From an optimization exercise on the open Yosys and OpenROAD flow, aimed at small area, a short achievable clock period and few clock cycles; shortcuts taken in it are not production practice.
Function was checked by simulation only, so behaviour that the tests miss may differ from the original.
No activity file was given, so power comes from the tool's default toggle rates.

`config.mk`:
```
export PLATFORM = sky130hd
export DESIGN_NAME = RISC5
export DESIGN_NICKNAME = RISC5
export VERILOG_FILES = /design/flow/design.v
export SDC_FILE = /design/flow/constraint.sdc
export NUM_CORES = 4
export LEC_CHECK = 0
export CAP_MARGIN = 30
export CORE_MARGIN = 2
export CORE_UTILIZATION = 35
export PLACE_DENSITY = 0.55
export SLEW_MARGIN = 30
```
`constraint.sdc`:
```
create_clock -name core_clock -period 13.0 [get_ports {clk}]
set_input_delay 2.6000 -clock core_clock [delete_from_list [all_inputs] [get_ports {clk}]]
set_output_delay 2.6000 -clock core_clock [all_outputs]
set_load 0.01 [all_outputs]
```
`design.v`:
```
`timescale 1ns / 1 ps
module Registers(
input clk, wr,
input [3:0] wno,
input [15:0] sel1, sel2,
input [31:0] din,
output [31:0] dout1, dout2);
reg [31:0] R [0:15];
reg [31:0] d1, d2;
integer i;
always @* begin
  d1 = 32'h0; d2 = 32'h0;
  for (i = 0; i < 16; i = i + 1) begin
    d1 = d1 | (R[i] & {32{sel1[i]}});
    d2 = d2 | (R[i] & {32{sel2[i]}});
  end
end
assign dout1 = d1;
assign dout2 = d2;
always @ (posedge clk) begin
  if (wr) R[wno] <= din;
end
endmodule
`timescale 1ns / 1 ps
module MulDiv(
input clk, rst, stallX,
input mul, div, fml, fdv, u,
input [31:0] x, yi, yf,
output stall,
output [31:0] z, hz);
reg [4:0] S;
reg [63:0] P;
wire run = mul | div | fml | fdv;
wire [4:0] last = mul ? 5'd8 : (fml ? 5'd6 : (div ? 5'd17 : 5'd14));
wire done = (S == last);
assign stall = run & ~done;
wire first = (S == 0);
wire msgn = mul & ~u;                       
wire [31:0] ym = fml ? {8'h0, 1'b1, yf[22:0]} : yi;
wire [63:0] mi = first ? {32'h0, (fml ? {8'h0, 1'b1, x[22:0]} : x)} : P;
wire [3:0] nib = mi[3:0];
wire neg3 = msgn & (S == 7);
wire [36:0] Y = {{5{ym[31]}}, ym};
wire [36:0] a0 = nib[0] ? Y : 37'h0;
wire [36:0] a1 = nib[1] ? {Y[35:0], 1'b0} : 37'h0;
wire [36:0] a2 = nib[2] ? {Y[34:0], 2'b0} : 37'h0;
wire [36:0] a3 = nib[3] ? {Y[33:0], 3'b0} : 37'h0;
wire [36:0] macc = {{5{mi[63]}}, mi[63:32]} + a0 + a1 + a2 + (neg3 ? ~a3 : a3) + {36'h0, neg3};
wire [63:0] mnext = {macc[35:0], mi[31:4]};
wire dsgn = div & ~u & x[31];
wire [31:0] yd = fdv ? {8'h0, 1'b1, yf[22:0]} : yi;
wire [31:0] xneg = dsgn ? (32'h0 - x) : x;
wire [63:0] di = P;
wire [31:0] w0a = di[62:31];
wire [31:0] w1a = w0a - yd;
wire [63:0] da = {(w1a[31] ? w0a : w1a), di[30:0], ~w1a[31]};
wire [31:0] w0b = da[62:31];
wire [31:0] w1b = w0b - yd;
wire [63:0] db = {(w1b[31] ? w0b : w1b), da[30:0], ~w1b[31]};
always @ (posedge clk) begin
  S <= (~rst | ~run | (done & ~stallX)) ? 5'd0 : (done ? S : S + 5'd1);
  if (~done) P <= (mul | fml) ? mnext : (~first ? db : (fdv ? {9'h0, 1'b1, x[22:0], 31'h0} : {32'h0, xneg}));
end
wire [31:0] R = P[63:32], Q = P[31:0];
wire rz = (R == 0);
wire [31:0] quot = ~dsgn ? Q : (rz ? (32'h0 - Q) : ~Q);
wire [31:0] rem = ~dsgn ? R : (rz ? 32'h0 : (yi - R));
wire sign = x[31] ^ yf[31];
wire [7:0] xe = x[30:23], ye = yf[30:23];
wire [47:0] fp = P[55:8];
wire hb = fml ? fp[47] : P[25];
wire [8:0] e1 = fml ? ({1'b0, xe} + {1'b0, ye} - 9'd127 + {8'h0, hb})
                    : ({1'b0, xe} - {1'b0, ye} + 9'd126 + {8'h0, hb});
wire [24:0] m0 = fml ? (fp[47] ? fp[47:23] : fp[46:22]) : (P[25] ? P[25:1] : P[24:0]);
wire [24:0] m1 = m0 + 25'd1;
wire [31:0] fmz = ((xe == 0) | (ye == 0)) ? 32'h0 : (~e1[8] ? {sign, e1[7:0], m1[23:1]} : (~e1[7] ? {sign, 8'hFF, m1[23:1]} : 32'h0));
wire [31:0] fdz = (xe == 0) ? 32'h0 : ((ye == 0) ? {sign, 8'hFF, 23'h0} : (~e1[8] ? {sign, e1[7:0], m1[23:1]} : (~e1[7] ? {sign, 8'hFF, m0[23:1]} : 32'h0)));
assign z = mul ? Q : (div ? quot : (fml ? fmz : fdz));
assign hz = mul ? R : rem;
endmodule
`timescale 1ns / 1 ps
`timescale 1ns / 1 ps
module LeftShifter(
input [31:0] x,
input [4:0] sc,
input rt, ar,
output [31:0] y);
wire [4:0] n = rt ? sc : (5'd0 - sc);
wire [31:0] r0 = n[0] ? {x[0], x[31:1]} : x;
wire [31:0] r1 = n[1] ? {r0[1:0], r0[31:2]} : r0;
wire [31:0] r2 = n[2] ? {r1[3:0], r1[31:4]} : r1;
wire [31:0] r3 = n[3] ? {r2[7:0], r2[31:8]} : r2;
wire [31:0] r4 = n[4] ? {r3[15:0], r3[31:16]} : r3;
wire [31:0] lm;
genvar i;
generate for (i = 0; i < 32; i = i + 1) begin : g
  assign lm[i] = (i < sc);
  assign y[i] = rt ? (ar & lm[31 - i] ? x[31] : r4[i]) : (~lm[i] & r4[i]);
end endgenerate
endmodule
`timescale 1ns / 1 ps
`timescale 1ns / 1 ps
module FPAdder(
input clk, rst, stallX, run, u, v,
input [31:0] x, y,
output stall,
output [31:0] z);
reg [1:0] State;
reg [24:0] a3, b3;
reg as3, bs3;
reg [26:0] Sum;
wire xs = x[31], ys = y[31];
wire xn = (x[30:0] == 0), yn = (y[30:0] == 0);
wire [8:0] xe = (u ? 9'h96 : {1'h0, x[30:23]});
wire [8:0] ye = {1'h0, y[30:23]};
wire [24:0] xm = {(~u | x[23]), x[22:0], 1'h0};
wire [24:0] ym = {(~u & ~v), y[22:0], 1'h0};
wire [8:0] dx = (xe - ye);
wire [8:0] dy = (ye - xe);
wire [8:0] e0 = (dx[8] ? ye : xe);
wire [24:0] x0 = ((xs & ~u) ? ( - xm) : xm);
wire [24:0] y0 = ((ys & ~u) ? ( - ym) : ym);
wire sw = dy[8];                      
wire [24:0] h0 = sw ? y0 : x0;
wire hs = sw ? ys : xs;
wire [7:0] sa = sw ? dx[7:0] : dy[7:0];
wire [24:0] h1 = (sa[1:0] == 3) ? {{3{hs}}, h0[24:3]} : ((sa[1:0] == 2) ? {{2{hs}}, h0[24:2]} : ((sa[1:0] == 1) ? {hs, h0[24:1]} : h0));
wire [24:0] h2 = (sa[3:2] == 3) ? {{12{hs}}, h1[24:12]} : ((sa[3:2] == 2) ? {{8{hs}}, h1[24:8]} : ((sa[3:2] == 1) ? {{4{hs}}, h1[24:4]} : h1));
wire [24:0] h3 = (sa[7] | sa[6] | sa[5]) ? {25{hs}} : (sa[4] ? {{16{hs}}, h2[24:16]} : h2);
wire [26:0] s = ((Sum[26] ? ( - Sum) : Sum) + 1);
wire z24, z22, z20, z18, z16, z14, z12, z10, z8, z6, z4, z2;
wire [4:0] sc;
wire [24:0] t1, t2, t3;
wire [8:0] e1 = ((e0 - {4'h0, sc}) + 1);
assign stall = (run & (State != 2));
assign z = (v ? {{7{Sum[26]}}, Sum[25:1]} : (xn ? ((u | yn) ? 0 : y) : (yn ? x : (((t3 == 0) | e1[8]) ? 0 : {Sum[26], e1[7:0], t3[23:1]}))));
assign z24 = (~s[25] & ~s[24]);
assign z22 = ((z24 & ~s[23]) & ~s[22]);
assign z20 = ((z22 & ~s[21]) & ~s[20]);
assign z18 = ((z20 & ~s[19]) & ~s[18]);
assign z16 = ((z18 & ~s[17]) & ~s[16]);
assign z14 = ((z16 & ~s[15]) & ~s[14]);
assign z12 = ((z14 & ~s[13]) & ~s[12]);
assign z10 = ((z12 & ~s[11]) & ~s[10]);
assign z8 = ((z10 & ~s[9]) & ~s[8]);
assign z6 = ((z8 & ~s[7]) & ~s[6]);
assign z4 = ((z6 & ~s[5]) & ~s[4]);
assign z2 = ((z4 & ~s[3]) & ~s[2]);
assign sc = {z10, ((z18 & (((((((s[17] | s[16]) | s[15]) | s[14]) | s[13]) | s[12]) | s[11]) | s[10])) | z2), (((z22 & (((s[21] | s[20]) | s[19]) | s[18])) | (z14 & (((s[13] | s[12]) | s[11]) | s[10]))) | (z6 & (((s[5] | s[4]) | s[3]) | s[2]))), ((((((z24 & (s[23] | s[22])) | (z20 & (s[19] | s[18]))) | (z16 & (s[15] | s[14]))) | (z12 & (s[11] | s[10]))) | (z8 & (s[7] | s[6]))) | (z4 & (s[3] | s[2]))), (((((((((((((~s[25] & s[24]) | ((z24 & ~s[23]) & s[22])) | ((z24 & ~s[23]) & s[22])) | ((z22 & ~s[21]) & s[20])) | ((z20 & ~s[19]) & s[18])) | ((z18 & ~s[17]) & s[16])) | ((z16 & ~s[15]) & s[14])) | ((z14 & ~s[13]) & s[12])) | ((z12 & ~s[11]) & s[10])) | ((z10 & ~s[9]) & s[8])) | ((z8 & ~s[7]) & s[6])) | ((z6 & ~s[5]) & s[4])) | ((z4 & ~s[3]) & s[2]))};
assign t1 = ((sc[1:0] == 3) ? {s[22:1], 3'h0} : ((sc[1:0] == 2) ? {s[23:1], 2'h0} : ((sc[1:0] == 1) ? {s[24:1], 1'h0} : s[25:1])));
assign t2 = ((sc[3:2] == 3) ? {t1[12:0], 12'h0} : ((sc[3:2] == 2) ? {t1[16:0], 8'h0} : ((sc[3:2] == 1) ? {t1[20:0], 4'h0} : t1)));
assign t3 = (sc[4] ? {t2[8:0], 16'h0} : t2);
always @ (posedge clk) begin
  State <= (~rst | ~run | (~stall & ~stallX)) ? 2'd0 : (stall ? State + 2'd1 : State);
  a3 <= sw ? x0 : y0;
  as3 <= sw ? xs : ys;
  b3 <= h3;
  bs3 <= hs;
  Sum <= ({as3, as3, a3} + {bs3, bs3, b3});
end
endmodule
`timescale 1ns / 1 ps
`timescale 1ns / 1 ps
`timescale 1ns / 1 ps
module RISC5(    
input clk, rst, irq, stallX,
input [31:0] inbus, codebus,
output [23:0] adr,
output rd, wr, ben,
output [31:0] outbus);
reg [21:0] PC;
reg [31:0] IR;
reg N, Z, C, OV, stallL1;
reg [31:0] H;
reg irq1, intEnb, intPnd, intMd;
reg [25:0] SPC;
wire [21:0] pcmux, pcmux0, nxpc;
wire cond, S, sa, sb, sc, p, q, u, v;
wire [3:0] op, ira, ira0, irb, irc;
wire [2:0] cc;
wire [15:0] imm;
wire [19:0] off;
wire [21:0] disp;
wire regwr, stall, stallU, stallL0, stallMD, stallFA, intAck, intAckU, nn, zz, cx, vv;
wire [31:0] B, C0, C1, aluRes, regmux, inbus1, shout, mdres, mdh;
wire [31:0] fsum;
wire Add, Sub, Mul, Div, Fadd, Fsub, Fmul, Fdiv, Ldr, Str, Br, RTI;
wire ldst = stallL0 & rst;
assign adr = (ldst ? (B[23:0] + {{4{off[19]}}, off}) : {pcmux, 2'h0});
assign rd = (Ldr & ~stallL1);
assign wr = (Str & ~stallL1);
assign ben = (((p & ~q) & v) & ~stallL1);
assign outbus = (~v ? C0 : {C0[7:0], C0[7:0], C0[7:0], C0[7:0]});
reg [15:0] selB, selC;
wire [3:0] nrb = codebus[23:20];
wire [3:0] nrc = (codebus[31] & ~codebus[30]) ? codebus[27:24] : codebus[3:0];
Registers regs(.clk(clk), .wr(regwr), .wno(ira0), .sel1(selB), .sel2(selC), .din(regmux), .dout1(B), .dout2(C0));
MulDiv mdUnit(.clk(clk), .rst(rst), .stallX(stallX), .mul(Mul), .div(Div), .fml(Fmul), .fdv(Fdiv), .u(u), .x(B), .yi(C1), .yf(C0), .stall(stallMD), .z(mdres), .hz(mdh));
LeftShifter shUnit(.x(B), .sc(C1[4:0]), .rt(op[1]), .ar(~IR[16]), .y(shout));
FPAdder faddUnit(.clk(clk), .rst(rst), .stallX(stallX), .run((Fadd | Fsub)), .u(u), .v(v), .stall(stallFA), .x(B), .y({(Fsub ^ C0[31]), C0[30:0]}), .z(fsum));
assign pcmux = (~rst ? 22'h3FF800 : (intAckU ? 1 : pcmux0));
assign pcmux0 = (stallU ? PC : (RTI ? SPC[21:0] : ((Br & cond) ? (u ? (disp + nxpc) : C0[23:2]) : nxpc)));
assign nxpc = (PC + 1);
assign cond = (IR[27] ^ (((((((((cc == 0) & N) | ((cc == 1) & Z)) | ((cc == 2) & C)) | ((cc == 3) & OV)) | ((cc == 4) & (C | Z))) | ((cc == 5) & S)) | ((cc == 6) & (S | Z))) | (cc == 7)));
assign S = (N ^ OV);
assign sa = aluRes[31];
assign sb = B[31];
assign sc = C1[31];
assign p = IR[31];
assign q = IR[30];
assign u = IR[29];
assign v = IR[28];
assign op = IR[19:16];
assign ira = IR[27:24];
assign ira0 = (Br ? 4'hF : ira);
assign irb = IR[23:20];
assign irc = IR[3:0];
assign cc = IR[26:24];
assign imm = IR[15:0];
assign off = IR[19:0];
assign disp = IR[21:0];
assign regwr = (((~p & ~stall) | ((Ldr & ~stallX) & ~stallL1)) | (((Br & cond) & v) & ~stallX));
assign stallU = ((stallL0 | stallMD) | stallFA);
assign stall = stallU | stallX;
assign stallL0 = ((Ldr | Str) & ~stallL1);
assign intAckU = (((intPnd & intEnb) & ~intMd) & ~stallU);
assign intAck = intAckU & ~stallX;
assign nn = (RTI ? SPC[25] : (regwr ? regmux[31] : N));
assign zz = (RTI ? SPC[24] : (regwr ? (regmux == 0) : Z));
assign cx = (RTI ? SPC[23] : (Add ? (((sb & sc) | ((~sa & ~sb) & sc)) | (((~sa & sb) & ~sc) & sa)) : (Sub ? (((~sb & sc) | ((sa & ~sb) & ~sc)) | ((sa & sb) & sc)) : C)));
assign vv = (RTI ? SPC[22] : (Add ? (((sa & ~sb) & ~sc) | ((~sa & sb) & sc)) : (Sub ? (((sa & ~sb) & sc) | ((~sa & sb) & ~sc)) : OV)));
assign C1 = (q ? {{16{v}}, imm} : C0);
assign aluRes = (~op[3] ? (~op[2] ? (~op[1] ? (~op[0] ? (q ? (~u ? {{16{v}}, imm} : {imm, 16'h0}) : (~u ? C0 : (~v ? H : {N, Z, C, OV, 20'h0, 8'h5B}))) : shout) : shout) : (~op[1] ? (~op[0] ? (B & C1) : (B & ~C1)) : (~op[0] ? (B | C1) : (B ^ C1)))) : (~op[2] ? (~op[1] ? (~op[0] ? ((B + C1) + {31'h0, (u & C)}) : ((B - C1) - {31'h0, (u & C)})) : mdres) : (~op[1] ? fsum : mdres)));
assign regmux = (Ldr ? inbus1 : ((Br & v) ? {8'h0, nxpc, 2'h0} : aluRes));
assign inbus1 = (~v ? inbus : {24'h0, (adr[1] ? (adr[0] ? inbus[31:24] : inbus[23:16]) : (adr[0] ? inbus[15:8] : inbus[7:0]))});
assign Add = (~p & (op == 8));
assign Sub = (~p & (op == 9));
assign Mul = (~p & (op == 10));
assign Div = (~p & (op == 11));
assign Fadd = (~p & (op == 12));
assign Fsub = (~p & (op == 13));
assign Fmul = (~p & (op == 14));
assign Fdiv = (~p & (op == 15));
assign Ldr = ((p & ~q) & ~u);
assign Str = ((p & ~q) & u);
assign Br = (p & q);
assign RTI = (((Br & ~u) & ~v) & IR[4]);
always @ (posedge clk) begin
PC <= (~rst | ~stallX) ? pcmux : PC;
if (~rst | ~stall) begin
  IR <= codebus;
  selB <= 16'h1 << nrb;
  selC <= 16'h1 << nrc;
end
N <= nn;
Z <= zz;
C <= (stallX ? C : cx);
OV <= (stallX ? OV : vv);
stallL1 <= (~rst ? 1'b0 : (stallX ? stallL1 : stallL0));
H <= ((Mul | Div) & ~stallMD) ? mdh : H;
irq1 <= irq;
intEnb <= (~rst ? 0 : ((((Br & ~u) & ~v) & IR[5]) ? IR[0] : intEnb));
intPnd <= ((rst & ~intAck) & ((~irq1 & irq) | intPnd));
intMd <= ((rst & ~RTI) & (intAck | intMd));
SPC <= (intAck ? {nn, zz, cx, vv, pcmux0} : SPC);
end
endmodule
```
`run.sh`:
```
#!/bin/bash
# synth_recipe.tcl (not shown) runs the flow's synth.tcl, then flattens the netlist and writes it again
# the make line also repeats each setting of config.mk as NAME=value (left out here)
make -C /OpenROAD-flow-scripts/flow DESIGN_CONFIG=/design/flow/config.mk WORK_HOME=/design/flow/orfs CLKGATE_MAP_FILE= SYNTH_SCRIPT=/design/flow/synth_recipe.tcl finish
```
==> results.txt <==
* Status: complete, no violations
* Top_reg_cell synth: edfxtp_1
* Synthesis-to-finish area growth at 12.8%
* Fillcell total at 20300
* Clock-pin slew on the worst setup and hold paths at 0.06 ns
* Skew-Pair Late Insertion Delay at 0.82 ns
* Hold Slack at 0.338 ns
* Clock sink count at 812
* Critical Path End Type: flop
* Asr flop ratio synth at 0
* Kind of critical path: reg2reg
* CP arrival at 12.59 ns
* Largest net degree at the start of global routing at 75
* Drt total wl at 418000 um
* Yosys cell types at 104
* Vias/cell at 6.69
* Clock Tree Buf Depth at 3
* Die area at 206000 sq um
* Reg-to-reg setup timing slack at 0.91 ns
* Crit Reg-Reg Endpoint: mdUnit.P[37]
* WP buf/inv at 3
* Worst Max-Slew Pin Slew at 1.16 ns
* Initial cell density of the core at 0.352
* Cell mode on critical path: o21ai_0
* Clock root buffer: clkbuf_16
* Cell Pwr Density at 224 nW/um^2
* Top-area cell type share of the netlist area at 0.305
* Via count at 73600
* Maximum operating frequency at 82.7 MHz
* Syn Area/Cell at 8.70 sq um
* Most frequent cells in the layout: nand2_1, nor2_1, edfxtp_1
* Core area at 202000 sq um
* Post-DP HPWL at 312000 um
* Final setup fails at 0
* Reg-to-reg startpoint: selC[14]
* Commonest non-fill, non-tap cell in the layout: nand2_1
* Leakage at 0.0301 uW
* Worst setup path startpoint: selC[14]
* Final Cycle Share at 0.930
* Slew Viols, Final at 0
* Num rows at 165
* Number of global-route vias before repair at 67800
* Total CTS buffers at 92
* Routed len/inst at 38.0 um
* Syn Nets at 8734
* Layout Skew at 0.0756 ns
* Minimum clock period at 12.09 ns
* First-pass iteration count of the detailed router at 7
* Synth top area cells: edfxtp_1, ha_1, nand2_1
* Die width at 454 um
* Antenna violations before repair at 51
* GPL Wtd Cong at 1.12
* CP max stage cell: edfxtp_1
* First-pass GRT wire length at 564000 um
* DIE HEIGHT at 454 um
* Maximum capacitance violations at 0
* Ports at 127
* Yosys reg bits at 812
* Worst setup SP type: flop
* Dominant cell type by area after synthesis: edfxtp_1
* Worst rel slew slack at 0.216
* Starting DRT DRC Count at 11400
* Post-synthesis sequential area ratio at 0.331
* Number of buffers added on ports at 126
* Synth Cell Area at 71000 sq um
* Post-synth EDFFs at 720
* Yosys warnings at 4
* # hold bufs at CTS at 0
* Depth of the most critical reg-to-reg path at 44
* Worst EP required at 13.50 ns
* Critical Path Stages at 44
* TNS Setup at 0 ns
* GRT Util Overall at 0.392
* Global route overflow at 0
* Final ANT Viol Nets at 0
* Final hold vios at 0
* Worst hold path type: reg2reg
* H-tree depth at 3
* Slowest stage delay, CP at 0.77 ns
* Crit path max-delay family: compound AO/OA/AOI/OAI gates
* Cells after Synth at 8158
* Setup bufs post-CTS at 0
* CP max FO at 36
* Fin area at 80100 sq um
* Final core utilization at 0.397
* Number of remaining DRC errors at 0
* # resized after CTS at 0
* Post-layout nets at 8807
* Worst vdd ir at 0.192 mV
* Setup crit end: mdUnit.P[37]
* Post-place instance area at 76900 sq um
* Share of cells above drive strength 1 at 0.0887
* CTS tree: yes
* RSZ-0062 raised after global routing: no
-- stage by stage --
step	worst slack [ns]	total power, uW	instances
floorplan	2.77	11000	8158
global placement	1.19	14800	10800
detailed placement	1.13	14900	10800
CTS	1.06	17600	11000
global route	0.344	18800	11000
finish	0.913	17900	11000
-- metal layers --
metal / up-vias / GRT usage / wire length (um)
met4: 34 / 0.294 / 38500
met2: 5327 / 0.579 / 175000
met1: 36100 / 0.480 / 156000
met5: - / 0 / 216
li1: 30700 / - / -
met3: 1393 / 0.117 / 48400
-- cell families (layout without fill, tap and decap cells) --
| family | Yosys count | in the layout | share of synthesized area |
|---|---|---|---|
| compound gates | 2640 | 2640 | 0.252 |
| simple gates | 2515 | 2515 | 0.163 |
| buf+inv | 945 | 1092 | 0.0507 |
| flops | 812 | 812 | 0.331 |
| fa+ha+maj | 509 | 509 | 0.102 |
| xor+xnor | 461 | 461 | 0.0570 |
| mux | 276 | 276 | 0.0447 |
| other cells | 0 | 21 | 0 |
-- where the power goes --
group | switching (uW) | internal (uW) | leakage [uW]
clock | 1210 | 1480 | 0.00145
combinational | 7540 | 3960 | 0.0212
sequential | 400 | 3320 | 0.00748
-- worst reg2reg max path: cells and delay by family (launching register included) --
family / cells / cell delay, ns
and+or+nand+nor: 11 / 1.63
buffers and inverters: 3 / 0.98
muxes: 2 / 0.55
AOI/OAI and AO/OA: 24 / 6.51
DFF: 1 / 0.77
xor gates and xnor gates: 2 / 0.77
adders and majority gates: 2 / 0.55
-- synthesized netlist by cell type, types with 24 or more instances --
cell	number
o21ai_0	515
mux4_2	29
fa_1	117
a21oi_1	589
a211oi_1	110
o311ai_0	26
ha_1	391
o41ai_1	24
o211ai_1	72
or2_2	25
a21o_1	68
nor3_1	193
nand2_1	830
mux2_2	35
a221oi_1	205
nand3_1	191
o22ai_1	51
and3_1	78
a31oi_1	88
a22oi_1	227
nor4_1	53
inv_1	412
a22o_1	172
o221ai_1	38
nand2b_1	62
a2111oi_0	25
o31ai_1	58
o21bai_1	43
a21boi_0	56
or3_1	51
xor2_1	106
nor2_1	759
buf_2	26
and2_1	49
and4_1	26
buf_1	78
edfxtp_1	720
clkbuf_1	412
mux2i_1	212
o21a_1	47
or4_1	29
nand4_1	59
nor2b_1	39
dfxtp_1	92
xnor2_1	354
-- worst min-delay path by stage --
stage	start	end	slack, ns	depth (start not counted)
floorplan	faddUnit.b3[0]	faddUnit.Sum[0]	0.31	0
global placement	faddUnit.b3[0]	faddUnit.Sum[0]	0.33	0
detailed placement	faddUnit.b3[0]	faddUnit.Sum[0]	0.33	0
CTS	faddUnit.b3[0]	faddUnit.Sum[0]	0.34	0
global route	faddUnit.b3[0]	faddUnit.Sum[0]	0.34	0
finish	faddUnit.b3[0]	faddUnit.Sum[0]	0.34	0
-- state kept, by name, indices dropped and copies added (netlist names), 2 cells and up --
| name | flops |
|---|---|
| selB | 16 |
| mdUnit.P | 64 |
| faddUnit.State | 2 |
| SPC | 26 |
| faddUnit.a3 | 24 |
| selC | 16 |
| regs.R | 512 |
| H | 32 |
| faddUnit.b3 | 25 |
| IR | 30 |
| faddUnit.Sum | 27 |
| mdUnit.S | 5 |
| PC | 22 |
-- cell type report --
| type | instances | area (sq um) | area share |
|---|---|---|---|
| Tap cell | 2672 | 3340 | 0.0417 |
| Timing Repair Buffer | 498 | 4100 | 0.0512 |
| Inverter | 426 | 1600 | 0.0200 |
| Antenna cell | 21 | 52.6 | 0.000656 |
| Sequential cell | 812 | 23500 | 0.293 |
| Multi-Input combinational cell | 6401 | 44500 | 0.555 |
| Clock buffer | 119 | 2430 | 0.0304 |
| Clock inverter | 49 | 617 | 0.00770 |
Testbench counts, summed over its fixed seeds: cycles 96,917.

[port drivers added, routing unchanged]
The flow's constraints put no driver on any port. The routed layout listed below was extracted and timed again, unchanged, in two steps.
Step 1: set_driving_cell puts a clkbuf_16 on clk and a buf_2 on each other input, an assumption about the parent block.
Step 2 times the ports against the registers' clock, not the clock port: input delays grow and output delays shrink by t, the midpoint of the rising clock arrivals with the driver on.
a / b / c = no drivers / after step 1 / after step 2; a / b = the first two.
t (ns): 0.877
slack for setup (ns): 0.913 / 0.913 / 0.913
slew at the worst register clock pin (ns): 0.07 / 0.07
After both steps setup and hold are still met in this run. For this run, drivers alone change the setup slack by 0.000 ns; drivers and shift together by 0.000 ns.
